Context: an optimization exercise on an open-source flow, tuned for small area. The choices shown serve that exercise and are no tape-out recipe. Only simulation tests tie the RTL to the original design; equivalence was not proved. Power is estimated from default activity; no workload was simulated.

==> flow/design.v <==
module mc_cneg (
    input  logic [31:0] v,
    input  logic        n,
    output logic [31:0] o
);
    logic [32:0] c;
    assign c[0] = n;
    for (genvar i = 0; i < 32; i++) begin : g
        wire t = v[i] ^ n;
        assign o[i]   = t ^ c[i];
        assign c[i+1] = t & c[i];
    end
endmodule
module mc_add #(parameter W = 32) (
    input  logic [W-1:0] a, b,
    input  logic         ci,
    output logic [W-1:0] s,
    output logic         co
);
    logic [W:0] c;
    assign c[0] = ci;
    for (genvar i = 0; i < W; i++) begin : g
        assign s[i]   = a[i] ^ b[i] ^ c[i];
        assign c[i+1] = (a[i] & b[i]) | (c[i] & (a[i] | b[i]));
    end
    assign co = c[W];
endmodule
module mc_sub #(parameter int W = 8, parameter int FB = 8, parameter int B = 8) (
    input  logic [W-1:0] a, b,
    output logic [W-1:0] d,
    output logic         co
);
    if (W <= FB) begin : grip
        logic [W:0] c;
        assign c[0] = 1'b1;
        for (genvar i = 0; i < W; i++) begin : g
            wire nb = ~b[i];
            assign d[i]   = a[i] ^ nb ^ c[i];
            assign c[i+1] = (a[i] & nb) | (c[i] & (a[i] | nb));
        end
        assign co = c[W];
    end else begin : gblk
        localparam int NB = (W - FB + B - 1) / B;     
        logic [NB:0] cb;                              
        logic [FB:0] c;
        assign c[0] = 1'b1;
        for (genvar i = 0; i < FB; i++) begin : g0
            wire nb = ~b[i];
            assign d[i]   = a[i] ^ nb ^ c[i];
            assign c[i+1] = (a[i] & nb) | (c[i] & (a[i] | nb));
        end
        assign cb[0] = c[FB];
        for (genvar k = 0; k < NB; k++) begin : gb
            localparam int LO = FB + k * B;
            localparam int HI = (LO + B < W) ? LO + B : W;
            localparam int N  = HI - LO;
            logic [N:0] cc;
            logic [N-1:0] s0;
            logic [N:0] ic;
            assign cc[0] = 1'b0;
            for (genvar i = 0; i < N; i++) begin : g
                wire nb = ~b[LO+i];
                assign s0[i]   = a[LO+i] ^ nb ^ cc[i];
                assign cc[i+1] = (a[LO+i] & nb) | (cc[i] & (a[LO+i] | nb));
            end
            assign ic[0] = cb[k];
            for (genvar i = 0; i < N; i++) begin : gi
                assign d[LO+i]  = s0[i] ^ ic[i];
                assign ic[i+1] = s0[i] & ic[i];
            end
            assign cb[k+1] = cc[N] | (cb[k] & (&s0));
        end
        assign co = cb[NB];
    end
endmodule
module mc_row #(parameter int W = 17, parameter int FB = 9, parameter int B = 7) (
    input  logic [31:0] a, b,
    input  logic        ci,
    output logic [31:0] s,
    output logic        cw, c32
);
    localparam int NB = (W - FB + B - 1) / B;
    logic [NB:0] cb;
    logic [FB:0] c;
    assign c[0] = ci;
    for (genvar i = 0; i < FB; i++) begin : g0
        assign s[i]   = a[i] ^ b[i] ^ c[i];
        assign c[i+1] = (a[i] & b[i]) | (c[i] & (a[i] | b[i]));
    end
    assign cb[0] = c[FB];
    for (genvar k = 0; k < NB; k++) begin : gb
        localparam int LO = FB + k * B;
        localparam int HI = (LO + B < W) ? LO + B : W;
        localparam int N  = HI - LO;
        logic [N:0] cc, ic;
        logic [N-1:0] s0;
        assign cc[0] = 1'b0;
        for (genvar i = 0; i < N; i++) begin : g
            assign s0[i]   = a[LO+i] ^ b[LO+i] ^ cc[i];
            assign cc[i+1] = (a[LO+i] & b[LO+i]) | (cc[i] & (a[LO+i] | b[LO+i]));
        end
        assign ic[0] = cb[k];
        for (genvar i = 0; i < N; i++) begin : gi
            assign s[LO+i] = s0[i] ^ ic[i];
            assign ic[i+1] = s0[i] & ic[i];
        end
        assign cb[k+1] = cc[N] | (cb[k] & (&s0));
    end
    assign cw = cb[NB];
    logic [32-W:0] ct;
    assign ct[0] = cw;
    for (genvar i = W; i < 32; i++) begin : gt
        assign s[i]       = a[i] ^ b[i] ^ ct[i-W];
        assign ct[i-W+1]  = (a[i] & b[i]) | (ct[i-W] & (a[i] | b[i]));
    end
    assign c32 = ct[32-W];
endmodule
module mc_md (
    input  logic        clk,
    input  logic [31:0] a, b,
    input  logic        s, div, isq, ph1,
    output logic [63:0] p,
    output logic [31:0] dres
);
    wire sa = a[31], sb = b[31];
    logic [31:0] ua;
    mc_cneg na (.v(a), .n(sa), .o(ua));
    wire [31:0] m = div ? (b ^ {32{~sb}}) : a;
    wire sm = s & ~div;     
    logic [32:17] hz;
    assign hz[32] = 1'b1;
    for (genvar w = 17; w < 32; w++) begin : ghz
        assign hz[w] = sb ? ((&b[31:w]) & (|b[w-1:0])) : ~(|b[31:w]);
    end
    wire bz = ~(|b);
    logic [48:0] mr;      
    logic [31:0] O [0:15];
    logic [15:0] co, lsb, q;
    for (genvar r = 0; r < 16; r++) begin : row
        localparam int W = r + 17;
        wire bs = div | (ph1 ? b[r] : b[r+16]);
        wire nbit = ph1 ? ua[31-r] : ua[15-r];
        logic [31:0] A, B, S;
        for (genvar i = 0; i < 32; i++) begin : gpp
            wire inv;
            if (r < 15) begin : gl
                assign inv = (i == 31) ? sm : 1'b0;
            end else begin : gl15
                assign inv = (i == 31) ? (sm & ph1) : (sm & ~ph1);
            end
            assign B[i] = (m[i] & bs) ^ inv;
        end
        for (genvar i = 0; i < 32; i++) begin : ga
            wire am, ad;    
            if (r == 0) begin : g0
                if (i < 31) begin : gm
                    assign am = ph1 ? 1'b0 : mr[17+i];
                end else begin : gm31
                    assign am = ph1 ? 1'b0 : mr[48];
                end
                if (i == 0) begin : gd0
                    assign ad = nbit;
                end else if (i <= 16) begin : gd
                    assign ad = ph1 ? 1'b0 : mr[16+i-1];
                end else begin : gdx
                    assign ad = 1'b0;
                end
            end else begin : gn
                if (r == 1 && i == 31) begin : gm1
                    assign am = co[0] | (s & ph1);     
                end else if (i == 31) begin : gm31
                    assign am = co[r-1];
                end else begin : gm
                    assign am = O[r-1][i+1];
                end
                if (i == 0) begin : gd0
                    assign ad = nbit;
                end else if (i < W) begin : gd
                    assign ad = O[r-1][i-1];
                end else begin : gdx
                    assign ad = 1'b0;
                end
            end
            assign A[i] = div ? ad : am;
        end
        logic cw, c32;
        mc_row #(.W(W), .FB(9), .B(7)) add (.a(A), .b(B), .ci(div & ~sb), .s(S), .cw(cw), .c32(c32));
        assign q[15-r] = cw & hz[W];
        assign co[r] = c32;
        assign lsb[r] = S[0];
        wire keep = div & ~q[15-r];     
        for (genvar i = 0; i < 32; i++) begin : go
            if (i < W) begin : gk
                assign O[r][i] = keep ? A[i] : S[i];
            end else begin : gs
                assign O[r][i] = S[i];
            end
        end
    end
    always_ff @(negedge clk) mr <= {co[15], O[15], (div ? q : lsb)};
    assign p = {co[15] ^ s, O[15][31:1], lsb, mr[15:0]};
    wire negq = (sa ^ sb) & ~bz;
    wire [31:0] sel = isq ? {mr[15:0], q} : O[15];
    mc_cneg no (.v(sel), .n(isq ? negq : sa), .o(dres));
endmodule
module CPU (
    input  logic        clk, rst_n,
    output logic [13:0] imem_addr,
    input  logic [31:0] imem_rdata,
    output logic [13:0] dmem_addr,
    output logic [31:0] dmem_wdata,
    output logic        dmem_we,
    input  logic [31:0] dmem_rdata,
    input  logic [7:0]  switches1, switches2, switches3,
    input  logic        bt1, bt2, bt3, bt4, bt5,
    input  logic [4:0]  kb_idx,
    output logic [7:0]  led1_out, led2_out,
    output logic [31:0] seg1_out
);
    wire rst = ~rst_n;
    function automatic [31:0] immgen(input [31:0] i);
        case (i[6:0])
            7'b0010011, 7'b0000011, 7'b1100111: immgen = {{20{i[31]}}, i[31:20]};
            7'b0100011: immgen = {{20{i[31]}}, i[31:25], i[11:7]};
            7'b1100011: immgen = {{19{i[31]}}, i[31], i[7], i[30:25], i[11:8], 1'b0};
            7'b0110111, 7'b0010111: immgen = {i[31:12], 12'b0};
            7'b1101111: immgen = {{11{i[31]}}, i[31], i[19:12], i[20], i[30:21], 1'b0};
            default: immgen = 32'b0;
        endcase
    endfunction
    function automatic [31:0] rstval(input [4:0] r);
        rstval = (r == 5'd2) ? 32'h00007ffc : (r == 5'd3) ? 32'hffffff00 : 32'h0;
    endfunction
    logic [31:0] pc;
    logic [31:0] d_inst, d_pc, d_ppc;      
    logic        d_pred;
    logic [31:0] e_inst, e_pc, e_d1, e_d2, e_ppc;   
    logic        e_pred;
    logic [31:0] m_alu, m_d2;              
    logic [4:0]  m_rd;
    logic [2:0]  m_op;
    logic        m_we, m_re, m_rw;
    logic [31:0] w_data;                   
    logic [4:0]  w_rd;
    logic        w_rw;
    logic icache_stall, dcache_stall, hz_stall, predict_fail;
    logic [31:0] old_pc;
    logic        old_branch, old_actual;
    logic ph_p, ph_n;
    always_ff @(posedge clk) ph_p <= !rst && !ph_p;
    always_ff @(negedge clk) ph_n <= ph_p;
    wire ph1 = ph_p ^ ph_n;
    logic [15:0] ic_v;
    logic [15:0][9:0]  ic_tag;
    logic [15:0][31:0] ic_dat;
    logic [1:0]  ic_rs;
    wire [3:0] ic_off = pc[5:2];
    wire [9:0] ic_t   = pc[15:6];
    wire unc_i = pc[31:16] == 16'h1c09;
    logic [15:0] ic_sel;
    for (genvar i = 0; i < 16; i++) begin : gics
        assign ic_sel[i] = ic_off == i;
    end
    logic ic_lv;
    logic [9:0]  ic_tag_r;
    logic [31:0] ic_dat_r;    
    always_comb begin
        ic_lv = 1'b0; ic_tag_r = 10'b0; ic_dat_r = 32'b0;
        for (int i = 0; i < 16; i++) begin
            ic_lv    = ic_lv | (ic_sel[i] & ic_v[i]);
            ic_tag_r = ic_tag_r | (ic_tag[i] & {10{ic_sel[i]}});
            ic_dat_r = ic_dat_r | (ic_dat[i] & {32{ic_sel[i] & ic_v[i]}});
        end
    end
    wire ic_hit = ic_lv && ic_tag_r == ic_t;
    logic [31:0] rom_w;
    always_comb begin
        case (pc[7:2])
        6'd0: rom_w = 32'hff810113;
        6'd1: rom_w = 32'h00512223;
        6'd2: rom_w = 32'h00612023;
        6'd3: rom_w = 32'h00a00293;
        6'd4: rom_w = 32'h02588c63;
        6'd5: rom_w = 32'h00100293;
        6'd6: rom_w = 32'h04588663;
        6'd7: rom_w = 32'h00200293;
        6'd8: rom_w = 32'h04588663;
        6'd9: rom_w = 32'h00300293;
        6'd10: rom_w = 32'h04588663;
        6'd11: rom_w = 32'h00500293;
        6'd12: rom_w = 32'h00588e63;
        6'd13: rom_w = 32'h00600293;
        6'd14: rom_w = 32'h00588e63;
        6'd15: rom_w = 32'h00700293;
        6'd16: rom_w = 32'h00588e63;
        6'd17: rom_w = 32'h0380006f;
        6'd18: rom_w = 32'h0000006f;
        6'd19: rom_w = 32'h0001a503;
        6'd20: rom_w = 32'h02c0006f;
        6'd21: rom_w = 32'h0041a503;
        6'd22: rom_w = 32'h0240006f;
        6'd23: rom_w = 32'h0081a503;
        6'd24: rom_w = 32'h01c0006f;
        6'd25: rom_w = 32'h00a1a623;
        6'd26: rom_w = 32'h0140006f;
        6'd27: rom_w = 32'h00a1a823;
        6'd28: rom_w = 32'h00c0006f;
        6'd29: rom_w = 32'h02a1a423;
        6'd30: rom_w = 32'h0040006f;
        6'd31: rom_w = 32'h00012303;
        6'd32: rom_w = 32'h00412283;
        6'd33: rom_w = 32'h00810113;
        6'd34: rom_w = 32'h10200073;
        default: rom_w = 32'h00000000;
        endcase
    end
    wire [31:0] rom_out = (pc[15:8] == 8'b0 && pc[1:0] == 2'b0) ? rom_w : 32'h00000000;
    wire [31:0] mem_inst = unc_i ? rom_out : imem_rdata;
    wire [31:0] inst = (ic_rs == 2'd2 || unc_i) ? mem_inst : ic_dat_r;
    assign icache_stall = !unc_i && !predict_fail && !ic_hit && ic_rs != 2'd3;
    assign imem_addr = pc[15:2];
    always_ff @(negedge clk) ic_rs <= (rst || !icache_stall) ? 2'd0 : ic_rs + 2'd1;
    always_ff @(posedge clk)
        for (int i = 0; i < 16; i++)
            if (rst || (ic_rs == 2'd2 && ic_off == i)) ic_v[i] <= !rst;
    always_ff @(posedge clk)
        for (int i = 0; i < 16; i++)
            if (ic_rs == 2'd2 && ic_off == i) begin
                ic_tag[i] <= ic_t;
                ic_dat[i] <= mem_inst;
            end
    logic [31:0] sepc;
    logic        start_flag;
    logic [15:0][1:0]  bht;
    logic [15:0][31:0] ras;
    logic [3:0]  ras_top;
    logic [31:0] ras_r;
    always_comb begin
        ras_r = 32'b0;
        for (int i = 0; i < 16; i++) ras_r = ras_r | (ras[i] & {32{ras_top == i}});
    end
    wire [6:0] opc_i = inst[6:0];
    wire jal_i  = opc_i == 7'b1101111;
    wire jalr_i = opc_i == 7'b1100111;
    wire br_i   = opc_i == 7'b1100011;
    wire jump_i = jal_i | jalr_i;
    wire excp   = opc_i == 7'b1110011;
    wire sret   = excp && inst[31:25] == 7'b0001000;
    wire rs1_is1 = !jal_i && inst[19:15] == 5'd1;
    wire rd_is1  = inst[11:7] == 5'd1;
    wire [31:0] imm_i = immgen(inst);
    wire [31:0] pc4, pcimm;
    wire c_unused0, c_unused1;
    mc_add #(30) inc4 (.a(pc[31:2]), .b(30'd1), .ci(1'b0), .s(pc4[31:2]), .co(c_unused0));
    assign pc4[1:0] = pc[1:0];
    mc_add #(32) addi (.a(pc), .b(imm_i), .ci(1'b0), .s(pcimm), .co(c_unused1));
    logic [1:0] bht_cur;
    always_comb begin
        bht_cur = 2'b0;
        for (int i = 0; i < 16; i++) bht_cur = bht_cur | (bht[i] & {2{ic_sel[i]}});
    end
    wire taken_i = bht_cur[1];
    logic        pred_res;
    logic [31:0] tgt0;
    always_comb begin
        if (!start_flag) begin
            pred_res = 1'b0; tgt0 = 32'b0;
        end else if (predict_fail) begin
            pred_res = 1'b0; tgt0 = old_pc;
        end else if (jump_i) begin
            pred_res = 1'b1; tgt0 = rs1_is1 ? ras_r : pcimm;
        end else if (br_i) begin
            pred_res = taken_i; tgt0 = taken_i ? pcimm : pc4;
        end else begin
            pred_res = 1'b0; tgt0 = pc4;
        end
    end
    wire [31:0] target = excp ? (sret ? sepc : 32'h1c090000) : tgt0;
    wire bp_stall = icache_stall || dcache_stall || hz_stall;
    always_ff @(posedge clk)
        if (rst || (excp && !sret)) sepc <= rst ? 32'b0 : pc4;
    always_ff @(posedge clk) start_flag <= !rst;
    wire [3:0] upd = e_pc[5:2];
    logic [1:0] bht_old;
    always_comb begin
        bht_old = 2'b0;
        for (int i = 0; i < 16; i++) bht_old = bht_old | (bht[i] & {2{upd == i}});
    end
    wire [1:0] bht_new = old_actual ? ((bht_old == 2'b11) ? 2'b11 : bht_old + 2'b01)
                                    : ((bht_old == 2'b00) ? 2'b00 : bht_old - 2'b01);
    wire bht_we = old_branch && !bp_stall;
    always_ff @(posedge clk)
        for (int i = 0; i < 16; i++)
            if (rst || (bht_we && upd == i)) bht[i] <= rst ? 2'b01 : bht_new;
    wire ras_op = start_flag && jump_i && !bp_stall && !predict_fail;
    wire [3:0] ras_up = ras_top + 4'd1;
    always_ff @(posedge clk) begin
        if (rst || !start_flag) ras_top <= 4'd0;
        else if (ras_op) begin
            if (rd_is1) ras_top <= ras_up;
            else if (rs1_is1) ras_top <= ras_top - 4'd1;
        end
    end
    wire [31:0] ras_d = rst ? 32'b0 : pc4;
    always_ff @(posedge clk)
        for (int i = 0; i < 16; i++)
            if (rst || (ras_op && rd_is1 && ras_up == i)) ras[i] <= ras_d;
    always_ff @(posedge clk)
        if (rst || !(hz_stall || icache_stall || dcache_stall)) pc <= rst ? 32'b0 : target;
    wire d_clr = rst || (icache_stall && !dcache_stall && !hz_stall) || predict_fail;
    wire d_ld  = !(dcache_stall || hz_stall);
    always_ff @(posedge clk) begin
        if (d_clr || d_ld) begin
            d_inst <= d_clr ? 32'b0 : inst;
            d_pred <= d_clr ? 1'b0 : pred_res;
        end
        if (d_ld) begin
            d_pc <= pc; d_ppc <= target;
        end
    end
    wire [4:0] d_rs1 = d_inst[19:15];
    wire [4:0] d_rs2 = d_inst[24:20];
    wire [4:0] e_rd  = e_inst[11:7];
    wire e_load = e_inst[6:0] == 7'b0000011;
    assign hz_stall = e_load && (e_rd == d_rs1 || e_rd == d_rs2);
    logic rst_neg;                 
    always_ff @(negedge clk) rst_neg <= rst;
    logic [31:1][31:0] rf;
    wire w_wr = w_rw && w_rd != 5'd0;
    wire [31:0] rf_d = rst_neg ? 32'b0 : w_data;
    always_ff @(posedge clk)
        for (int i = 1; i < 32; i++)
            if (rst_neg || (w_wr && w_rd == i))
                rf[i] <= (i == 2 || i == 3) ? (rst_neg ? rstval(i[4:0]) : w_data) : rf_d;
    wire [31:0][31:0] regs = {rf, 32'b0};
    wire [4:0]  raddr = ph1 ? d_rs1 : d_rs2;
    logic [31:0] rport;
    always_comb begin
        rport = 32'b0;
        for (int i = 1; i < 32; i++) rport = rport | (rf[i] & {32{raddr == i}});
    end
    wire [31:0] rval  = (w_wr && w_rd == raddr) ? w_data : rport;
    logic [31:0] r1tmp;
    always_ff @(negedge clk) r1tmp <= rst ? rstval(d_rs1) : rval;
    wire [31:0] r2val = rst_neg ? rstval(d_rs2) : rval;
    wire e_clr = rst || ((hz_stall || predict_fail) && !dcache_stall);
    wire e_ld  = !dcache_stall;
    always_ff @(posedge clk) begin
        if (e_clr || e_ld) begin
            e_inst <= e_clr ? 32'b0 : d_inst;
            e_pred <= e_clr ? 1'b0 : d_pred;
            e_d1   <= e_clr ? 32'b0 : r1tmp;
        end
        if (e_ld) begin
            e_pc <= d_pc; e_d2 <= r2val; e_ppc <= d_ppc;
        end
    end
    logic [3:0] aluop;
    logic [2:0] bruop, memop;
    logic [1:0] alusrc;
    logic jalr_e, memwrite, memread, regwrite;
    wire [6:0] opc = e_inst[6:0];
    wire [2:0] f3  = e_inst[14:12];
    wire [6:0] f7  = e_inst[31:25];
    always_comb begin
        aluop = 4'd3; bruop = 3'd0; memop = 3'd0; alusrc = 2'd0;
        jalr_e = 1'b0; memwrite = 1'b0; memread = 1'b0; regwrite = 1'b0;
        case (opc)
            7'b0110011: begin
                regwrite = 1'b1;
                if (f7 == 7'h01) begin
                    case (f3)
                        3'd0: aluop = 4'd10;
                        3'd1: aluop = 4'd11;
                        3'd2: aluop = 4'd12;
                        3'd3: aluop = 4'd13;
                        3'd4: aluop = 4'd14;
                        3'd6: aluop = 4'd15;
                        default: aluop = 4'd0;
                    endcase
                end else begin
                    case (f3)
                        3'd0: aluop = (f7 == 7'h20) ? 4'd4 : 4'd3;
                        3'd1: aluop = 4'd5;
                        3'd2: aluop = 4'd8;
                        3'd3: aluop = 4'd9;
                        3'd4: aluop = 4'd2;
                        3'd5: aluop = (f7 == 7'h20) ? 4'd7 : 4'd6;
                        3'd6: aluop = 4'd1;
                        default: aluop = 4'd0;
                    endcase
                end
            end
            7'b0010011: begin
                regwrite = 1'b1; alusrc = 2'd1;
                case (f3)
                    3'd0: aluop = 4'd3;
                    3'd1: aluop = 4'd5;
                    3'd2: aluop = 4'd8;
                    3'd3: aluop = 4'd9;
                    3'd4: aluop = 4'd2;
                    3'd5: aluop = (f7 == 7'h20) ? 4'd7 : 4'd6;
                    3'd6: aluop = 4'd1;
                    default: aluop = 4'd0;
                endcase
            end
            7'b0000011: begin
                alusrc = 2'd1; memread = 1'b1; regwrite = 1'b1;
                case (f3)
                    3'd0: memop = 3'd0;
                    3'd1: memop = 3'd1;
                    3'd2: memop = 3'd2;
                    3'd4: memop = 3'd3;
                    3'd5: memop = 3'd4;
                    default: memop = 3'd0;
                endcase
            end
            7'b0100011: begin
                alusrc = 2'd1; memwrite = 1'b1;
                case (f3)
                    3'd0: memop = 3'd5;
                    3'd1: memop = 3'd6;
                    3'd2: memop = 3'd7;
                    default: memop = 3'd0;
                endcase
            end
            7'b1100011: begin
                case (f3)
                    3'd0: bruop = 3'd1;
                    3'd1: bruop = 3'd2;
                    3'd4: bruop = 3'd3;
                    3'd5: bruop = 3'd4;
                    3'd6: bruop = 3'd5;
                    3'd7: bruop = 3'd6;
                    default: bruop = 3'd0;
                endcase
            end
            7'b1100111: begin bruop = 3'd7; jalr_e = 1'b1; alusrc = 2'd1; regwrite = 1'b1; end
            7'b1101111: begin bruop = 3'd7; alusrc = 2'd2; regwrite = 1'b1; end
            7'b0110111: begin alusrc = 2'd1; regwrite = 1'b1; end
            7'b0010111: begin alusrc = 2'd3; regwrite = 1'b1; end
            7'b1110011: begin end
            default: aluop = 4'd0;
        endcase
    end
    wire [31:0] imm = immgen(e_inst);
    wire [4:0] e_rs1 = e_inst[19:15];
    wire [4:0] e_rs2 = e_inst[24:20];
    logic [31:0] mem_addr;
    wire fa_m = m_rw && m_rd != 5'd0 && m_rd == e_rs1;
    wire fa_w = !fa_m && w_wr && w_rd == e_rs1;
    wire fb_m = m_rw && m_rd != 5'd0 && m_rd == e_rs2;
    wire fb_w = !fb_m && w_wr && w_rd == e_rs2;
    wire [31:0] s1r = fa_m ? mem_addr : fa_w ? w_data : e_d1;
    wire [31:0] s2r = fb_m ? mem_addr : fb_w ? w_data : e_d2;
    wire [31:0] s1c = fa_m ? m_alu : fa_w ? w_data : e_d1;
    wire [31:0] s2c = fb_m ? m_alu : fb_w ? w_data : e_d2;
    wire [31:0] bx = s1r ^ s2r;
    wire beq = bx == 32'b0;
    logic [31:0] blc;
    assign blc[0] = 1'b0;
    for (genvar i = 0; i < 31; i++) begin : gblc
        assign blc[i+1] = (~s1r[i] & s2r[i]) | (~s1r[i] & blc[i]) | (s2r[i] & blc[i]);
    end
    wire bsd  = s1r[31] ^ s2r[31];
    wire bltu = bsd ? s2r[31] : blc[31];
    wire blt  = bsd ? s1r[31] : blc[31];
    always_comb begin
        case (bruop)
            3'd1: old_actual = beq;
            3'd2: old_actual = !beq;
            3'd3: old_actual = blt;
            3'd4: old_actual = !blt;
            3'd5: old_actual = bltu;
            3'd6: old_actual = !bltu;
            3'd7: old_actual = 1'b1;
            default: old_actual = 1'b0;
        endcase
    end
    assign old_branch = bruop != 3'd0;
    wire [31:0] ta = (old_actual && jalr_e) ? s1r : e_pc;
    wire [31:0] tb = old_actual ? imm : 32'd4;
    wire c_unused2;
    mc_add #(32) tadd (.a(ta), .b(tb), .ci(1'b0), .s(old_pc), .co(c_unused2));
    assign predict_fail = (old_actual != e_pred) || (old_branch && e_ppc != old_pc);
    wire [31:0] x = alusrc[1] ? e_pc : s1c;
    logic [31:0] y;
    always_comb begin
        case (alusrc)
            2'd0: y = s2c;
            2'd2: y = 32'd4;
            default: y = imm;
        endcase
    end
    wire is_sub = aluop == 4'd4 || aluop == 4'd8 || aluop == 4'd9;
    logic [31:0] asum;
    logic aco;
    mc_add #(32) aadd (.a(x), .b(y ^ {32{is_sub}}), .ci(is_sub), .s(asum), .co(aco));
    wire slt  = (x[31] ^ y[31]) ? x[31] : asum[31];
    wire sltu = !aco;
    wire is_sh = aluop == 4'd5 || aluop == 4'd6 || aluop == 4'd7;
    wire [4:0] sh = y[4:0];
    wire [4:0] shk = (aluop == 4'd5) ? sh : (5'd0 - sh);
    logic [31:0] shb, shmask;
    for (genvar i = 0; i < 32; i++) begin : gsh
        assign shb[i] = is_sh ? (shk == i) : s2c[i];
        assign shmask[i] = (i > 31 - sh);      
    end
    logic [63:0] prod;
    logic [31:0] dres;
    mc_md md (.clk(clk), .a(s1c), .b(shb), .s(aluop == 4'd11), .div(aluop == 4'd14 || aluop == 4'd15),
              .isq(aluop == 4'd14), .ph1(ph1), .p(prod), .dres(dres));
    logic [31:0] alu_res;
    always_comb begin
        case (aluop)
            4'd0:  alu_res = x & y;
            4'd1:  alu_res = x | y;
            4'd2:  alu_res = x ^ y;
            4'd3, 4'd4: alu_res = asum;
            4'd5:  alu_res = prod[31:0];
            4'd6:  alu_res = (sh == 5'd0) ? prod[31:0] : prod[63:32];
            4'd7:  alu_res = ((sh == 5'd0) ? prod[31:0] : prod[63:32]) | (shmask & {32{x[31]}});
            4'd8:  alu_res = {31'b0, slt};
            4'd9:  alu_res = {31'b0, sltu};
            4'd10: alu_res = prod[31:0];
            4'd11, 4'd12, 4'd13: alu_res = prod[63:32];
            default: alu_res = dres;
        endcase
    end
    always_ff @(posedge clk) begin
        if (rst || !dcache_stall) begin
            m_alu <= rst ? 32'b0 : alu_res;
            m_we <= !rst && memwrite; m_re <= !rst && memread; m_rw <= !rst && regwrite;
        end
        if (!dcache_stall) begin
            m_d2 <= s2c; m_rd <= e_rd; m_op <= memop;
        end
    end
    logic [15:0] dc_v, dc_dt;
    logic [15:0][9:0]  dc_tag;
    logic [15:0][31:0] dc_dat;
    logic [2:0]  cs;             
    logic        od;             
    logic [9:0]  otag;
    logic [31:0] odata;
    wire [3:0] off = m_alu[5:2];
    wire [9:0] tg  = m_alu[15:6];
    wire unc = m_alu[19:16] == 4'hf;
    logic [15:0] dc_sel;
    for (genvar i = 0; i < 16; i++) begin : gdcs
        assign dc_sel[i] = off == i;
    end
    logic lv, ldt;
    logic [9:0]  ltag;
    logic [31:0] ldat;
    always_comb begin
        lv = 1'b0; ldt = 1'b0; ltag = 10'b0; ldat = 32'b0;
        for (int i = 0; i < 16; i++) begin
            lv   = lv | (dc_sel[i] & dc_v[i]);
            ldt  = ldt | (dc_sel[i] & dc_dt[i]);
            ltag = ltag | (dc_tag[i] & {10{dc_sel[i]}});
            ldat = ldat | (dc_dat[i] & {32{dc_sel[i]}});
        end
    end
    wire hit = lv && ltag == tg;
    wire wbn = od && otag != tg;
    wire acc_ = m_re || m_we;
    assign dcache_stall = !unc && acc_ && (cs != (wbn ? 3'd4 : 3'd2)) && (!hit || wbn);
    wire cs2 = cs == 3'd2;
    wire io = m_alu[31:16] == 16'hffff;
    logic [31:0] io_data;
    always_comb begin
        case (m_alu)
            32'hffffff00: io_data = {24'b0, switches1};
            32'hffffff04: io_data = {24'b0, switches2};
            32'hffffff08: io_data = {24'b0, switches3};
            32'hffffff14: io_data = {31'b0, bt1};
            32'hffffff18: io_data = {31'b0, bt2};
            32'hffffff1c: io_data = {31'b0, bt3};
            32'hffffff20: io_data = {31'b0, bt4};
            32'hffffff24: io_data = {31'b0, bt5};
            32'hffffff2c: io_data = {31'b0, kb_idx[4]};
            32'hffffff30: io_data = {28'b0, kb_idx[3:0]};
            default:      io_data = 32'b0;
        endcase
    end
    wire [31:0] mem_data = io ? io_data : dmem_rdata;
    wire [31:0] rin = (cs2 || unc) ? mem_data : ldat;
    logic [31:0] rout;
    always_comb begin
        case (m_op)
            3'd2: rout = rin;
            3'd1: rout = m_alu[1] ? {{16{rin[31]}}, rin[31:16]} : {{16{rin[15]}}, rin[15:0]};
            3'd4: rout = {16'b0, m_alu[1] ? rin[31:16] : rin[15:0]};
            3'd3: case (m_alu[1:0])
                      2'd0: rout = {24'b0, rin[7:0]};
                      2'd1: rout = {24'b0, rin[15:8]};
                      2'd2: rout = {24'b0, rin[23:16]};
                      default: rout = {24'b0, rin[31:24]};
                  endcase
            3'd0: case (m_alu[1:0])
                      2'd0: rout = {{24{rin[7]}}, rin[7:0]};
                      2'd1: rout = {{24{rin[15]}}, rin[15:8]};
                      2'd2: rout = {{24{rin[23]}}, rin[23:16]};
                      default: rout = {{24{rin[31]}}, rin[31:24]};
                  endcase
            3'd7: rout = m_d2;
            3'd6: rout = m_alu[1] ? {m_d2[15:0], rin[15:0]} : {rin[31:16], m_d2[15:0]};
            default: case (m_alu[1:0])
                      2'd0: rout = {rin[31:8], m_d2[7:0]};
                      2'd1: rout = {rin[31:16], m_d2[7:0], rin[7:0]};
                      2'd2: rout = {rin[31:24], m_d2[7:0], rin[15:0]};
                      default: rout = {m_d2[7:0], rin[23:0]};
                  endcase
        endcase
    end
    wire cweb = (acc_ && cs2) || (m_we && hit && cs == 3'd0);
    wire [31:0] cwdata = (m_re && cs2) ? mem_data : rout;
    always_ff @(negedge clk) begin
        if (rst || !dcache_stall) begin
            cs <= 3'd0; od <= 1'b0;
        end else begin
            cs <= cs + 3'd1;
            if (cs == 3'd0) od <= lv & ldt;
        end
        if (cs == 3'd0) begin
            otag  <= lv ? ltag : 10'b0;
            odata <= ldat;
        end
    end
    always_ff @(posedge clk)
        for (int i = 0; i < 16; i++)
            if (rst || (cweb && off == i)) dc_v[i] <= !rst;
    always_ff @(posedge clk)
        for (int i = 0; i < 16; i++)
            if (cweb && off == i) begin
                dc_dt[i]  <= m_we;
                dc_tag[i] <= tg;
                dc_dat[i] <= cwdata;
            end
    always_comb begin
        case (cs)
            3'd0, 3'd1: mem_addr = m_alu;
            3'd2, 3'd3: mem_addr = {16'b0, otag, m_alu[5:0]};
            default:    mem_addr = 32'b0;
        endcase
    end
    assign dmem_addr  = mem_addr[15:2];
    assign dmem_we    = (cs2 && wbn) || cs == 3'd3;
    assign dmem_wdata = odata;
    logic [7:0]  led1, led2;
    logic [31:0] seg1;
    wire [31:0] io_wd = rst ? 32'b0 : m_d2;
    always_ff @(posedge clk) begin
        if (rst || m_alu == 32'hffffff0c) led1 <= io_wd[7:0];
        if (rst || m_alu == 32'hffffff10) led2 <= io_wd[7:0];
        if (rst || m_alu == 32'hffffff28) seg1 <= io_wd;
    end
    assign led1_out = led1;
    assign led2_out = led2;
    assign seg1_out = seg1;
    always_ff @(posedge clk) begin
        if (rst || !dcache_stall) w_rw <= !rst && m_rw;
        if (!dcache_stall) begin
            w_data <= m_re ? rout : m_alu; w_rd <= m_rd;
        end
    end
endmodule
==> flow/flow/run.sh <==
#!/bin/bash
# Layout flow: the standard ORFS flow (standard.sh) with one change: the
# port buffers are sky130_fd_sc_hd__buf_1 cells instead of the 10 um2 buffer
# ORFS picks. Synthesis and every other step run ORFS's scripts unchanged.
# Each tool's full output goes to a log file in this folder (make.log,
# write_def.log) and ORFS's per-step logs under orfs/logs/.
set -euo pipefail
W=$(pwd)
sed -e "s#CLKGATE_MAP_FILE= #CLKGATE_MAP_FILE= 'BUFFER_PORTS_ARGS=-buffer_cell sky130_fd_sc_hd__buf_1' #" \
    -e "s#^  openroad -no_init -exit \(.*\)\$#  openroad -no_init -exit \1 > $W/write_def.log 2>\&1#" \
    standard.sh > "$W/own_standard.sh"
grep -q "BUFFER_PORTS_ARGS=-buffer_cell" "$W/own_standard.sh"
bash "$W/own_standard.sh" > "$W/make.log" 2>&1
test -s "$W/out/final.def"
==> flow/standard.sh <==
#!/bin/bash
# synth_recipe.tcl (not shown) runs the flow's synth.tcl, then flattens the netlist and writes it again
# the make line also repeats each setting of config.mk as NAME=value (left out here)
make -C /OpenROAD-flow-scripts/flow DESIGN_CONFIG=/design/flow/config.mk WORK_HOME=/design/flow/orfs CLKGATE_MAP_FILE= SYNTH_SCRIPT=/design/flow/synth_recipe.tcl "${@:-finish}"
==> flow/config.mk <==
export PLATFORM = sky130hd
export DESIGN_NAME = CPU
export DESIGN_NICKNAME = CPU
export VERILOG_FILES = /design/flow/design.v
export SDC_FILE = /design/flow/constraint.sdc
export NUM_CORES = 8
export LEC_CHECK = 0
export ABC_AREA = 1
export CAP_MARGIN = 30
export CORE_MARGIN = 2
export CORE_UTILIZATION = 63
export CTS_BUF_LIST = sky130_fd_sc_hd__clkbuf_8
export CTS_CLUSTER_DIAMETER = 60
export CTS_CLUSTER_SIZE = 14
export PLACE_DENSITY = 0.72
export SLEW_MARGIN = 30
==> flow/constraint.sdc <==
create_clock -name core_clock -period 200.0 [get_ports {clk}]
set_input_delay 40.0000 -clock core_clock [delete_from_list [all_inputs] [get_ports {clk}]]
set_output_delay 40.0000 -clock core_clock [all_outputs]
set_load 0.01 [all_outputs]
==> summary.txt, run 1 <==
status=timing/DRC/antenna clean; Clock Pin Slew Worst Setup and Hold Paths=80 ps; CTS Buffer Depth=4; die width=536 microns; most used flip-flop cell after synthesis=edfxtp_1; RSZ-0062 raised after global routing=false; Setup TNS=0 ps; # DRC=0; most common cell after layout, fill and taps aside=edfxtp_1; number of synthesized register bits=3571; Root Driver=clkbuf_8; post-DR wirelength/cell=30.3 microns; share of cells above drive strength 1=8.27%; power density cells=13.1 mW/mm^2; Antenna Violating Nets Remaining=0; Synth area leaders=edfxtp_1 (58%), nand2_1 (6.7%), fa_1 (6.3%); GR peak layer=met2; kind of critical path=register to register; startpoint class of the critical path=register; post-DP HPWL=416000 microns; antenna violations before repair=37; Slew Viols, Final=0; Syn Inst Count=15.9k; Top Ports=209; Syn Area/Cell=11.3 sq um; Hold Buf Count CTS=0; Post-Route WL=610000 microns; first-pass GRT wire length=871000 microns; RD Place Congestion=1.05; most used cell, CP=fa_1; area grow syn2layout=7.53%; Starting Density=63.3%; Post-synth ARST share=0%; slowest library cell on the worst path=inv_1; H-tree depth=5; CTS tree=done; Resize count post-CTS=0; Port Buf Inserts=208; largest net degree at the start of global routing=120; Core Region=0.282 sq mm; TritonRoute pass-1 iters=7; die area=0.288 sq mm; Fin. Hold Viols=0; total power=2.52 mW; Worst EP required=200810 ps; leakage=76.2 nW; hold slack=354 ps; row cnt=195; highest-count cells in the layout ignoring fill and taps=edfxtp_1 (3453), nand2_1 (3168), inv_1 (1697); dominant cell type by area after synthesis=edfxtp_1; total number of vias=133k; Worst slew margin=21.1%; Num CTS Buffers=313; synth warn=3; FILL cells=20.8k; worst min-delay path category=register to register; clk latency of the worst-skew pair=1130 ps; Unique masters post-synth=95; slew of the pin with the lowest slew margin=1180 ps; CP Capture Type=register; dpl ws=11660 ps; setup repair bufs after CTS=0; worst vdd ir=0.00830 mV; DR iter-0 viols=20.7k; Max-cap violations=0; final setup vio count=0; Final Skew=202 ps; CTS sink count=3571; Yosys top cell area share=58.1%; GR Util All Layers=42.0%; M1 GR Usage=59.9%; M2 GR Usage=61.4%; met3 track demand over resource=10.6%; die height=536 microns; number of vias per cell=6.59; crit-path max cell delay=730 ps; fin area=0.192 sq mm; total grt overflow=0; crit path DAT=190160 ps; vias in the first global route=125k; syn_nets=17.0k; Post-Syn Area=0.179 sq mm; Final nets=17.4k; worst-path fanout max=40; sequential area share after synthesis=59.4%; number of synthesized flops with an enable pin=3453; placed instance area=0.186 sq mm; worst setup margin=10650 ps
==> final timing paths <==
kind                    end  startpoint  slack [ps]  cells after the start
hold reg to reg    e_pc[22]    d_pc[22]         350                      0
setup / recovery  m_alu[31]        ph_n       10650                    334
setup reg to reg  m_alu[31]        ph_n       10650                    334
hold / removal     e_pc[22]    d_pc[22]         350                      0
==> logic make-up after synthesis <==
group	Yosys count	synth area share (%)
AOI/OAI and AO/OA	3067	11.5
xor gates and xnor gates	247	1.22
adders and majority gates	1052	9.74
buffers and inverters	2341	5.02
DFF	3571	59.4
muxes	44	0.247
and+or+nand+nor	5544	12.9
==> through the flow <==
step           utilization (%)  cells
6_report                  68.1  20100
5_1_grt                   68.1  20100
4_1_cts                   68.0  20100
3_5_place_dp              65.9  19500
3_3_place_gp              65.8  19500
2_1_floorplan                -  15900
==> worst max-delay path, delay by kind of cell, from the launching register on <==
family                   cells  cell delay, ps
adder cells (fa/ha/maj)    152           54560
AO/OA/AOI/OAI               71           13310
AND/OR/NAND/NOR             66           11170
buffers and inverters       39            8700
multiplexers                 3             550
XOR/XNOR                     3             470
flip-flops                   1             300
==> power by group <==
part	total [mW]	switching, mW	internal (mW)
clock network	0.417	0.252	0.165
registers	1.02	0.0471	0.973
logic	1.09	0.773	0.314
==> area by class of cell <==
class	instances	area (sq um)	share of cell area, %
inverter	1552	5840	3.04
clock inverter	293	1600	0.831
sequential	3571	106000	55.2
antenna	23	57.6	0.0300
multi-input combinational	9954	64900	33.8
timing repair buffer	683	4460	2.32
clock buffer	322	4430	2.31
tap	3743	4680	2.44
==> state kept, by name, indices dropped and copies added, names as in the netlist, 49 cells and up <==
register	flops
dc_dat	512
dc_tag	160
ic_dat	512
ic_tag	160
md.mr	49
ras	512
rf	992
==> synth_stat cells, drive strengths merged (7+ instances only) <==
library cell / count
xnor2: 53
xor2: 194
o21ai: 981
or4: 11
nand3: 500
a221o: 27
a32o: 19
clkinv: 17
nor3: 67
a221oi: 528
fa: 563
a21oi: 544
a211oi: 18
o41ai: 7
a31o: 9
buf: 173
a21boi: 11
o22ai: 140
nand2: 3220
a22o: 213
o221ai: 48
o31ai: 26
o21a: 83
edfxtp: 3453
mux2i: 43
o211ai: 111
dfxtp: 118
inv: 1536
a2111oi: 26
a41oi: 14
a31oi: 54
nor2: 1314
a22oi: 105
o2111ai: 20
or2: 60
o21bai: 50
o32ai: 10
ha: 489
nor4: 34
nand4: 322
clkbuf: 615
==> metal layers <==
layer	wire length, microns	vias up
met3	85500	1544
met4	31700	32
met1	230000	64500
met2	263000	9832
li1	-	56800
met5	232	-
==> run 2: changes to the inputs <==
==> flow/flow/run.sh (replaced) <==
#!/bin/bash
# Layout flow: the standard ORFS flow (standard.sh) with two changes: the
# port buffers are sky130_fd_sc_hd__buf_1 cells instead of the 10 um2 buffer
# ORFS picks, and after global routing ORFS's power recovery may downsize
# cells on up to 40% of the paths with positive slack (RECOVER_POWER=40).
# Synthesis and every other step run ORFS's scripts unchanged.
# Each tool's full output goes to a log file in this folder (make.log,
# write_def.log) and ORFS's per-step logs under orfs/logs/.
set -euo pipefail
W=$(pwd)
sed -e "s#CLKGATE_MAP_FILE= #CLKGATE_MAP_FILE= 'BUFFER_PORTS_ARGS=-buffer_cell sky130_fd_sc_hd__buf_1' RECOVER_POWER=40 #" \
    -e "s#^  openroad -no_init -exit \(.*\)\$#  openroad -no_init -exit \1 > $W/write_def.log 2>\&1#" \
    standard.sh > "$W/own_standard.sh"
grep -q "BUFFER_PORTS_ARGS=-buffer_cell" "$W/own_standard.sh"
grep -q "RECOVER_POWER=40" "$W/own_standard.sh"
bash "$W/own_standard.sh" > "$W/make.log" 2>&1
test -s "$W/out/final.def"
==> summary.txt, run 2 <==
Post-Route WL=610000 microns (about the same); Worst slew margin=-140% (-160 points); leakage=75.9 nW (-0.39%); Yosys top cell area share=58.1% (unchanged); post-DP HPWL=416000 microns (unchanged); Comb. pwr=1.08 mW (about the same); slew of the pin with the lowest slew margin=3600 ps (+2420 ps); sw frac=42.5% (about the same); Top Consumer=combinational logic; crit-path max cell delay=1600 ps (+870 ps); Post-synth ARST share=0% (unchanged); Worst R2R Path Depth=308 (-7.8%); CP Capture Type=register; Synth area leaders=edfxtp_1 (58%), nand2_1 (6.7%), fa_1 (6.3%); Seq power=1.02 mW (about the same); Final nets=17.4k (unchanged); placed instance area=0.186 sq mm (unchanged); RSZ-0062 raised after global routing=false; dpl ws=11660 ps (unchanged); Unique masters post-synth=95 (unchanged); CP bufs+invs=40 (+2.6%); worst-path fanout max=63 (+57%); Critical Path End=md.mr[20]; Syn Area/Cell=11.3 sq um (unchanged); most used cell, CP=fa_1; fin area=0.192 sq mm (-0.23%); Fin. Hold Viols=0 (unchanged); GR Util All Layers=42.0% (unchanged); die height=536 microns (unchanged); dominant cell type by area after synthesis=edfxtp_1; share of cells above drive strength 1=7.65% (-0.62 points); CTS tree=done; switching pwr=1.07 mW (-0.13%); area grow syn2layout=7.28%; vias in the first global route=125k (unchanged); number of synthesized flops with an enable pin=3453 (unchanged); SO Viols=max-capacitance violations, max-slew violations; Top Ports=209 (unchanged); Final Skew=187 ps (-14.3 ps); Slew Viols, Final=1678 (+1678); syn_nets=17.0k (unchanged); Setup TNS=0 ps (unchanged); CTS Buffer Depth=4 (unchanged); Worst R2R Setup Slack=9120 ps (-1520 ps); clk latency of the worst-skew pair=1120 ps (about the same); Hold Buf Count CTS=0 (unchanged); final setup vio count=0 (unchanged); largest net degree at the start of global routing=120 (unchanged); Max-cap violations=51 (+51); row cnt=195 (unchanged); Worst EP required=100800 ps (-100010 ps); TritonRoute pass-1 iters=9 (+2); Syn Inst Count=15.9k (unchanged); Clock group=0.417 mW (about the same); number of synthesized register bits=3571 (unchanged); power density cells=13.2 mW/mm^2 (+0.13%); Reg2Reg Launch Point=w_rd[3]; synth warn=3 (unchanged); WP depth=308 (-7.8%); H-tree depth=5 (unchanged); CP delay by family, top=adder cells; total grt overflow=0 (unchanged); first-pass GRT wire length=871000 microns (unchanged); setup repair bufs after CTS=0 (unchanged); worst hold path cell count=0 (unchanged); total number of vias=133k (-0.072%); Hold Path End=e_pc[22]; Resize count post-CTS=0 (unchanged); worst vdd ir=0.00830 mV (about the same); Comb power frac=42.9% (-0.2 points); most frequent cell after synthesis=edfxtp_1; Largest register FFs=992 (unchanged); Flop pwr share=40.5% (about the same); Starting Density=63.3% (unchanged); die area=0.288 sq mm (unchanged); highest-count cells in the layout ignoring fill and taps=edfxtp_1 (3453), nand2_1 (3172), inv_1 (1698); DR iter-0 viols=21.2k (+2.1%); slowest library cell on the worst path=nand2_1; # DRC=0 (unchanged); Post-Syn Area=0.179 sq mm (unchanged); Final Non-Filler Cells=20.1k (-0.040%); Worst Hold Launch=d_pc[22]; most common cell after layout, fill and taps aside=edfxtp_1; synth cell count leaders=edfxtp_1 (3453), nand2_1 (3175), inv_1 (1476); status=failed layout checks; Num CTS Buffers=313 (unchanged); Biggest register=rf; kind of critical path=register to register; internal power=1.45 mW (about the same); dpl cells=19.5k (unchanged); Root Driver=clkbuf_8; reg-to-reg endpoint=md.mr[20]; Clock Pin Slew Worst Setup and Hold Paths=90 ps (about the same); RD Place Congestion=1.05 (unchanged); number of vias per cell=6.59 (about the same); most used flip-flop cell after synthesis=edfxtp_1; die width=536 microns (unchanged); clock share of power=16.6% (about the same); Port Buf Inserts=208 (unchanged); Core Region=0.282 sq mm (unchanged); CTS sink count=3571 (unchanged); sequential area share after synthesis=59.4% (unchanged); post-DR wirelength/cell=30.3 microns (about the same); antenna violations before repair=38 (+2.7%); worst min-delay path category=register to register; worst setup margin=9120 ps (-1520 ps); crit path DAT=91670 ps (-98490 ps); startpoint class of the critical path=register; Critical path origin=w_rd[3]; Antenna Violating Nets Remaining=0 (unchanged)
run 2: cell counts after synthesis:
No cell type changed its count.
run 2: area by class of cell:
type / instances / area [sq um]
multi-input cells: 9954 / 64700
diodes: 15 / 37.5
clock inverters: 293 / 1600
well taps: 3743 / 4680
flip-flops and latches: 3571 / 106000
clock buffers: 322 / 4430
inverters: 1552 / 5840
fillers: 20900 / 90500
repair buffers: 683 / 4210
run 2: cell families after synthesis:
family	Yosys count	synth area share (%)
AO/OA/AOI/OAI	3067	11.5
buffers and inverters	2341	5.02
XOR/XNOR	247	1.22
adder cells (fa/ha/maj)	1052	9.74
AND/OR/NAND/NOR	5544	12.9
flip-flops	3571	59.4
multiplexers	44	0.247
run 2: through the flow:
step                      power [mW]  hold WS [ps]  utilization, %
final                           2.52           361            67.9
after global routing            2.62           377            67.9
after CTS                       2.48           339            68.0
after detailed placement        2.08           405            65.9
after global placement          2.08           401            65.8
after floorplan                 1.63           400               -
run 2: power groups by stage:
stage / Sequential [mW] / Clock, mW / Combinational (mW)
2_1_floorplan: 1.02 / 0.00397 / 0.612
3_3_place_gp: 1.03 / 0.00396 / 1.04
3_5_place_dp: 1.03 / 0.00396 / 1.04
4_1_cts: 1.02 / 0.417 / 1.05
run 2: how the worst min path moves through the flow:
stage	startpoint	endpoint	slack [ps]	cells past startpoint
global placement	d_ppc[1]	e_ppc[1]	400	0
floorplan	d_pc[0]	e_pc[0]	400	0
CTS	d_pc[22]	e_pc[22]	340	0
detailed placement	d_pc[0]	e_pc[0]	400	0
run 2: per-layer routing:
layer | global-route usage [%] | share of wire (%) | vias to the layer above
met3 | 10.6 | 14 | 1536
li1 | - | - | 56800
met4 | 18.4 | 5.2 | 36
met1 | 59.9 | 38 | 64300
met2 | 61.4 | 43 | 9899
met5 | 0 | 0.041 | -
==> run 3: changes to the inputs <==
==> flow/flow/run.sh (replaced) <==
#!/bin/bash
# Layout flow: the standard ORFS flow (standard.sh) with two changes that
# leave synthesis untouched:
#  - the port buffers are sky130_fd_sc_hd__buf_1 cells;
#  - after synthesis, the steps that repair slew, capacitance and timing may
#    not use the large buffers (buf_4 and up, clkbuf_4 and clkbuf_16), so
#    they buffer with buf_1/buf_2; clkbuf_8, the clock tree's buffer, stays.
# Synthesis and every other step run ORFS's scripts unchanged. Each tool's
# full output goes to a log file in this folder (make_synth.log,
# make_layout.log, print.log, write_def.log) and ORFS's per-step logs under
# orfs/logs/.
set -euo pipefail
W=$(pwd)
sed -e "s#CLKGATE_MAP_FILE= #CLKGATE_MAP_FILE= 'BUFFER_PORTS_ARGS=-buffer_cell sky130_fd_sc_hd__buf_1' #" \
    -e "s#^  openroad -no_init -exit \(.*\)\$#  openroad -no_init -exit \1 > $W/write_def.log 2>\&1#" \
    standard.sh > "$W/own_standard.sh"
grep -q "BUFFER_PORTS_ARGS=-buffer_cell" "$W/own_standard.sh"
bash "$W/own_standard.sh" synth > "$W/make_synth.log" 2>&1
# the platform's don't-use list, plus the large buffers
PLAT=$(make -s -C "$FLOW_HOME" DESIGN_CONFIG="$W/config.mk" WORK_HOME="$W/orfs" print-DONT_USE_CELLS 2> "$W/print.log" | sed -n 's/^DONT_USE_CELLS[:=] *//p')
echo "$PLAT" >> "$W/print.log"
echo "$PLAT" | grep -q lpflow_bleeder_1
EXTRA="sky130_fd_sc_hd__buf_4 sky130_fd_sc_hd__buf_6 sky130_fd_sc_hd__buf_8 sky130_fd_sc_hd__buf_12 sky130_fd_sc_hd__buf_16 sky130_fd_sc_hd__clkbuf_4 sky130_fd_sc_hd__clkbuf_16"
sed -i -e "s#CLKGATE_MAP_FILE= #CLKGATE_MAP_FILE= 'DONT_USE_CELLS=$PLAT $EXTRA' #" "$W/own_standard.sh"
bash "$W/own_standard.sh" finish > "$W/make_layout.log" 2>&1
test -s "$W/out/final.def"
==> summary.txt, run 3 <==
Critical path origin=ph_n; CTS Buffer Depth=4 (unchanged); Syn Inst Count=15.9k (unchanged); crit-path max cell delay=840 ps (-760 ps); Yosys top cell area share=58.1% (unchanged); slew of the pin with the lowest slew margin=1270 ps (-2330 ps); worst min-delay path category=register to register; antenna violations before repair=31 (-18%); Worst slew margin=14.6% (+150 points); FILL cells=20.9k (-0.25%); Starting Density=63.3% (unchanged); final setup vio count=0 (unchanged); Worst R2R Path Depth=331 (+7.5%); Num CTS Buffers=309 (-1.3%); Critical Path End=m_alu[31]; H-tree depth=5 (unchanged); crit path DAT=193610 ps (+101940 ps); die area=0.288 sq mm (unchanged); Post-Syn Area=0.179 sq mm (unchanged); die width=536 microns (unchanged); highest-count cells in the layout ignoring fill and taps=edfxtp_1 (3453), nand2_1 (3169), inv_1 (1651); # DRC=0 (unchanged); RSZ-0062 raised after global routing=false; synth cell count leaders=edfxtp_1 (3453), nand2_1 (3175), inv_1 (1476); RD Place Congestion=1.07 (+2.3%); CTS sink count=3571 (unchanged); Final Skew=161 ps (-25.8 ps); slowest library cell on the worst path=o41ai_1; reg-to-reg endpoint=m_alu[31]; share of cells above drive strength 1=6.91% (-0.73 points); largest net degree at the start of global routing=143 (+19%); Worst EP required=200780 ps (+99980 ps); dominant cell type by area after synthesis=edfxtp_1; register area=0.106 sq mm (about the same); Final Non-Filler Cells=20.1k (-0.18%); worst-path fanout max=40 (-37%); placed instance area=0.187 sq mm (+0.57%); Post-Route WL=605000 microns (-0.82%); Fin. Hold Viols=0 (unchanged); Top Ports=209 (unchanged); synth warn=3 (unchanged); total number of vias=133k (+0.23%); dpl ws=8660 ps (-3000 ps); area grow syn2layout=8.06%; sequential area share after synthesis=59.4% (unchanged); vias in the first global route=124k (-0.50%); Biggest register=rf; Worst R2R Setup Slack=7170 ps (-1950 ps); most used flip-flop cell after synthesis=edfxtp_1; area of the multi-input gates=0.0650 sq mm (+0.34%); most frequent cell after synthesis=edfxtp_1; Setup TNS=0 ps (unchanged); fin area=0.193 sq mm (+0.73%); Slew Viols, Final=0 (-100%); worst setup margin=7170 ps (-1950 ps); status=timing/DRC/antenna clean; setup repair bufs after CTS=0 (unchanged); CTS tree=done; Hold Buf Count CTS=0 (unchanged); Resize count post-CTS=0 (unchanged); number of vias per cell=6.61 (+0.41%); number of synthesized flops with an enable pin=3453 (unchanged); Reg2Reg Launch Point=ph_n; Synth area leaders=edfxtp_1 (58%), nand2_1 (6.7%), fa_1 (6.3%); Post-synth ARST share=0% (unchanged); Syn Area/Cell=11.3 sq um (unchanged); total grt overflow=0 (unchanged); Final nets=17.4k (+0.0058%); post-DR wirelength/cell=30.1 microns (-0.64%); CP Capture Type=register; Largest register FFs=992 (unchanged); first-pass GRT wire length=865000 microns (-0.72%); DR iter-0 viols=21.3k (+0.59%); leakage=76.8 nW (+1.2%); Unique masters post-synth=95 (unchanged); clk latency of the worst-skew pair=1110 ps (about the same); startpoint class of the critical path=register; TritonRoute pass-1 iters=9 (unchanged); CP bufs+invs=37 (-7.5%); CP delay by family, top=adder cells; syn_nets=17.0k (unchanged); die height=536 microns (unchanged); Core Region=0.282 sq mm (unchanged); number of synthesized register bits=3571 (unchanged); kind of critical path=register to register; Antenna Violating Nets Remaining=0 (unchanged); Root Driver=clkbuf_8; dpl cells=19.5k (+0.015%); Port Buf Inserts=208 (unchanged); worst vdd ir=0.00833 mV (+0.36%); GR Util All Layers=41.5% (-0.44 points); row cnt=195 (unchanged); power density cells=13.1 mW/mm^2 (-0.72%); most used cell, CP=fa_1; Clock Pin Slew Worst Setup and Hold Paths=90 ps (about the same); Max-cap violations=0 (-100%); most common cell after layout, fill and taps aside=edfxtp_1; post-DP HPWL=432000 microns (+3.9%); WP depth=331 (+7.5%)
## run 3: cell counts after synthesis
No cell type changed its count.
## run 3: kinds of logic (layout without fill, tap and decap cells)
| kind of cell | Yosys count | in the layout | share of synthesized area, % |
|---|---|---|---|
| compound gates | 3067 | 3067 | 11.5 |
| xor+xnor | 247 | 247 | 1.22 |
| fa+ha+maj | 1052 | 1052 | 9.74 |
| buf+inv | 2341 | 2817 | 5.02 |
| flops | 3571 | 3571 | 59.4 |
| mux | 44 | 44 | 0.247 |
| other cells | 0 | 12 | 0 |
| simple gates | 5544 | 5544 | 12.9 |
## run 3: power breakdown
part / total [mW] / switching (mW) / internal [mW]
Clock: 0.415 / 0.250 / 0.165
Combinational: 1.08 / 0.771 / 0.311
Sequential: 1.02 / 0.0494 / 0.974
## run 3: final cells by class
class	count	share of cell area [%]
multi-input combinational	9954	33.7
sequential	3571	55.0
timing repair buffer	688	2.85
tap	3743	2.43
clock buffer	319	2.27
clock inverter	258	0.795
inverter	1552	3.03
antenna	12	0.0156
## run 3: layer usage
metal  up-vias  GRT usage, %  routed length, microns
li1      56800             -                       -
met1     65000          59.5                  232000
met2      9600          60.6                  261000
met3      1444          10.0                   79900
met4        22          18.7                   32500
met5         -             0                     369
## run 3: worst min path at each step
stage | from | cells past startpoint | slack, ps | to
finish | d_ppc[16] | 0 | 380 | e_ppc[16]
global route | d_ppc[16] | 0 | 400 | e_ppc[16]
CTS | d_ppc[16] | 0 | 400 | e_ppc[16]
detailed placement | d_pc[17] | 0 | 400 | e_pc[17]
global placement | d_ppc[26] | 0 | 400 | e_ppc[26]
floorplan | d_pc[0] | 0 | 400 | e_pc[0]
## run 3: through the flow
stage | power [mW] | hold WS, ps | utilization (%)
final | 2.52 | 379 | 68.4
after global routing | 2.62 | 398 | 68.4
after CTS | 2.48 | 399 | 68.4
after detailed placement | 2.07 | 405 | 66.3
after global placement | 2.07 | 401 | 66.2
after floorplan | 1.63 | 400 | -
## run 3: worst register-to-register path, delay by kind of cell (launching register included)
kind	cells	cell delay [ps]
mux	3	510
xor+xnor	3	450
simple gates	68	13450
fa+ha+maj	151	54460
compound gates	69	13550
buf+inv	37	9940
flops	1	300
==> run 4: changes to the inputs <==
--- a/flow/design.v
+++ b/flow/design.v
@@ -247,7 +247,7 @@
     logic [31:0] old_pc;
     logic        old_branch, old_actual;
     logic ph_p, ph_n;
-    always_ff @(posedge clk) ph_p <= !rst && !ph_p;
+    always_ff @(posedge clk) ph_p <= ~ph_p;
     always_ff @(negedge clk) ph_n <= ph_p;
     wire ph1 = ph_p ^ ph_n;
     logic [15:0] ic_v;
==> flow/flow/run.sh (replaced) <==
#!/bin/bash
# Layout flow: the standard ORFS flow (standard.sh), with two changes:
#  - synthesis runs ORFS's own ABC area script without its last buffering and
#    upsizing commands (flow/abc_area.script), which size gates for a 200 ps
#    target that this design's 200 ns clock does not need; registers are
#    mapped by the unchanged synthesis script before ABC runs, so they are
#    the standard synthesis's, with the same names and cells;
#  - the port buffers are sky130_fd_sc_hd__buf_1 cells.
# Every other step runs ORFS's own scripts unchanged. Each tool's full output
# goes to a log file in this folder (make.log, write_def.log) and ORFS's
# per-step logs under orfs/logs/.
set -euo pipefail
W=$(pwd)
rm -rf "$W/scripts_mod"
cp -r "$FLOW_HOME/scripts" "$W/scripts_mod"
cp "$W/flow/abc_area.script" "$W/scripts_mod/abc_area.script"
# standard.sh's make call, with the copied scripts and the port-buffer cell
sed -e "s#CLKGATE_MAP_FILE= #CLKGATE_MAP_FILE= SCRIPTS_DIR=$W/scripts_mod 'BUFFER_PORTS_ARGS=-buffer_cell sky130_fd_sc_hd__buf_1' #" \
    -e "s#^  openroad -no_init -exit \(.*\)\$#  openroad -no_init -exit \1 > $W/write_def.log 2>\&1#" \
    standard.sh > "$W/own_standard.sh"
grep -q "SCRIPTS_DIR=$W/scripts_mod" "$W/own_standard.sh"
bash "$W/own_standard.sh" > "$W/make.log" 2>&1
test -s "$W/out/final.def"
==> flow/flow/abc_area.script (new file) <==
strash
dch
map -B 0.9
topo
stime -c
dnsize -c
==> summary.txt, run 4 <==
sequential area share after synthesis=60.6% (+1.2 points); setup repair bufs after CTS=0 (unchanged); power density cells=11.5 mW/mm^2 (-12%); number of synthesized register bits=3571 (unchanged); Max-cap violations=0 (unchanged); status=timing/DRC/antenna clean; Flop pwr share=45.7% (+5.1 points); first-pass GRT wire length=858000 microns (-0.72%); Critical Path End=md.mr[30]; worst min-delay path category=register to register; synth warn=3 (unchanged); area grow syn2layout=9.58%; internal power=1.33 mW (-8.2%); Clock Pin Slew Worst Setup and Hold Paths=110 ps (+20 ps); sw frac=39.7% (-2.8 points); most common cell after layout, fill and taps aside=edfxtp_1; Critical path origin=w_rd[3]; Starting Density=63.3% (about the same); switching pwr=0.878 mW (-18%); most used flip-flop cell after synthesis=edfxtp_1; Worst R2R Path Depth=339 (+2.4%); FILL cells=20.3k (-3.0%); antenna violations before repair=30 (-3.2%); Setup TNS=0 ps (unchanged); kind of critical path=register to register; highest-count cells in the layout ignoring fill and taps=edfxtp_1 (3453), nand2_1 (3135), clkinv_1 (1655); Final Skew=208 ps (+46.3 ps); crit path DAT=92790 ps (-100820 ps); die width=531 microns (-1.0%); total number of vias=133k (+0.074%); most frequent cell after synthesis=edfxtp_1; number of synthesized flops with an enable pin=3453 (unchanged); Syn Area/Cell=11.6 sq um (+3.2%); Resize count post-CTS=0 (unchanged); Hold Buf Count CTS=0 (unchanged); TritonRoute pass-1 iters=9 (unchanged); crit-path max cell delay=740 ps (-100 ps); post-synthesis adder-cell area fraction=9.94% (+0.20 points); most used cell, CP=fa_1; die area=0.282 sq mm (-2.0%); Post-Route WL=602000 microns (-0.59%); Yosys top cell area share=59.3% (+1.2 points); largest net degree at the start of global routing=155 (+8.4%); vias in the first global route=123k (-0.60%); Comb power frac=35.0% (-7.9 points); DR iter-0 viols=20.8k (-2.1%); Reg2Reg Launch Point=w_rd[3]; XOR/XNOR Fraction of Synth Area=1.28% (+0.066 points); final setup vio count=0 (unchanged); synth cell count leaders=edfxtp_1 (3453), nand2_1 (3145), clkinv_1 (1524); share of cells above drive strength 1=7.35% (+0.44 points); CTS Buffer Depth=4 (unchanged); worst vdd ir=0.00860 mV (+3.2%); CTS tree=done; Top Ports=209 (unchanged); die height=531 microns (-1.0%); Worst R2R Setup Slack=8010 ps (+840 ps); # DRC=0 (unchanged); Worst EP required=100800 ps (-99980 ps); worst setup margin=8010 ps (+843 ps); total grt overflow=0 (unchanged); complex-gate fraction of the synthesized area=11.9% (+0.37 points); slew of the pin with the lowest slew margin=1180 ps (-82.3 ps); Final nets=17.4k (-0.040%); clock share of power=19.2% (+2.7 points); leakage=70.2 nW (-8.6%); Post-Syn Area=0.175 sq mm (-2.0%); post-layout util=69.3% (+0.91 points); number of vias per cell=6.63 (+0.25%); RSZ-0062 raised after global routing=false; row cnt=193 (-1.0%); Synth area leaders=edfxtp_1 (59%), nand2_1 (6.7%), fa_1 (6.4%); H-tree depth=5 (unchanged); share of synthesized cell area in and, or, nand and nor gates=12.7% (-0.19 points); Slew Viols, Final=0 (unchanged); clk latency of the worst-skew pair=1130 ps (+20 ps); reg-to-reg endpoint=md.mr[30]; mux share of post-synthesis cell area=0.263% (+0.016 points); post-DP HPWL=410000 microns (-5.0%); Num CTS Buffers=313 (+1.3%); startpoint class of the critical path=register; Fin. Hold Viols=0 (unchanged); worst-path fanout max=61 (+53%); Biggest register=rf; Antenna Violating Nets Remaining=0 (unchanged); Core Region=0.276 sq mm (-2.0%); syn_nets=16.2k (-4.7%); dominant cell type by area after synthesis=edfxtp_1; Syn Inst Count=15.1k (-5.0%); RD Place Congestion=1.09 (+1.2%); main combinational cell family by area after synthesis=simple AND/OR/NAND/NOR gates; Port Buf Inserts=208 (unchanged); GR Util All Layers=42.2% (+0.74 points); dpl ws=9660 ps (+1000 ps); CTS sink count=3571 (unchanged); Worst slew margin=20.2% (+5.5 points); slowest library cell on the worst path=clkinv_1; Unique masters post-synth=55 (-42%); Largest register FFs=992 (unchanged); CP Capture Type=register; Post-synth ARST share=0% (unchanged); post-DR wirelength/cell=30.0 microns (-0.41%); Root Driver=clkbuf_8
==> run 4: cell types whose count changed after synthesis, sizes merged, moves of 46 or more <==
cell,previous run,this run
buf,173,14
clkbuf,615,0
clkinv,17,1524
inv,1536,0
nand2,3220,3145
nand3,500,454
nor2,1314,1376
o21ai,981,1049
==> run 4: per-stage QoR <==
step	cell area, sq um	power, mW	instances	hold slack (ps)
finish	192000	2.21	20100	410
global route	192000	2.28	20000	425
CTS	192000	2.17	20000	402
detailed placement	185000	1.76	19500	381
global placement	185000	1.76	19500	379
floorplan	175000	1.42	15100	368
==> run 4: worst min-delay path by stage <==
stage | from | endpoint | slack, ps | cells past startpoint
detailed placement | ph_p | ph_p | 380 | 1
global placement | ph_p | ph_p | 380 | 1
global route | ph_p | ph_p | 420 | 1
CTS | ph_p | ph_p | 400 | 1
finish | ph_p | ph_p | 410 | 1
floorplan | ph_p | ph_p | 370 | 1
==> run 4: layer usage <==
layer | routed length [microns] | track usage [%] | up-vias
met4 | 31200 | 18.1 | 16
met5 | 118 | 0 | -
li1 | - | - | 56900
met3 | 84600 | 10.8 | 1529
met1 | 227000 | 60.4 | 64600
met2 | 259000 | 61.8 | 9872
==> run 4: cells by family (layout without fill, tap and decap cells) <==
kind of cell	after synthesis	after routing
AND/OR/NAND/NOR	5462	5462
XOR/XNOR	256	256
flip-flops	3571	3571
buffers and inverters	1538	2808
adder cells (fa/ha/maj)	1052	1052
multiplexers	46	46
other	0	19
AO/OA/AOI/OAI	3142	3142
==> run 4: power groups by stage <==
stage | Clock [mW] | Sequential [mW] | Combinational, mW
2_1_floorplan | 0.00399 | 1.01 | 0.405
4_1_cts | 0.425 | 1.01 | 0.740
3_5_place_dp | 0.00399 | 1.02 | 0.735
5_1_grt | 0.452 | 1.02 | 0.815
6_report | 0.424 | 1.01 | 0.774
3_3_place_gp | 0.00399 | 1.02 | 0.733
==> run 4: final cells by class <==
| cell class | instances | area [sq um] | share of cell area [%] |
|---|---|---|---|
| Sequential cell | 3571 | 106000 | 55.3 |
| Multi-Input combinational cell | 9958 | 64600 | 33.7 |
| Inverter | 1523 | 5730 | 2.99 |
| Tap cell | 3705 | 4640 | 2.42 |
| Timing Repair Buffer | 702 | 4630 | 2.42 |
| Clock buffer | 323 | 4450 | 2.32 |
| Clock inverter | 260 | 1630 | 0.851 |
| Antenna cell | 19 | 47.5 | 0.0248 |
==> run 4: critical path: cells and delay by family, from the launching register on <==
family	cells	cell delay [ps]
flip-flops	1	550
adder cells (fa/ha/maj)	151	52390
buffers and inverters	45	11340
XOR/XNOR	1	210
AND/OR/NAND/NOR	69	12540
multiplexers	4	810
AO/OA/AOI/OAI	69	13730
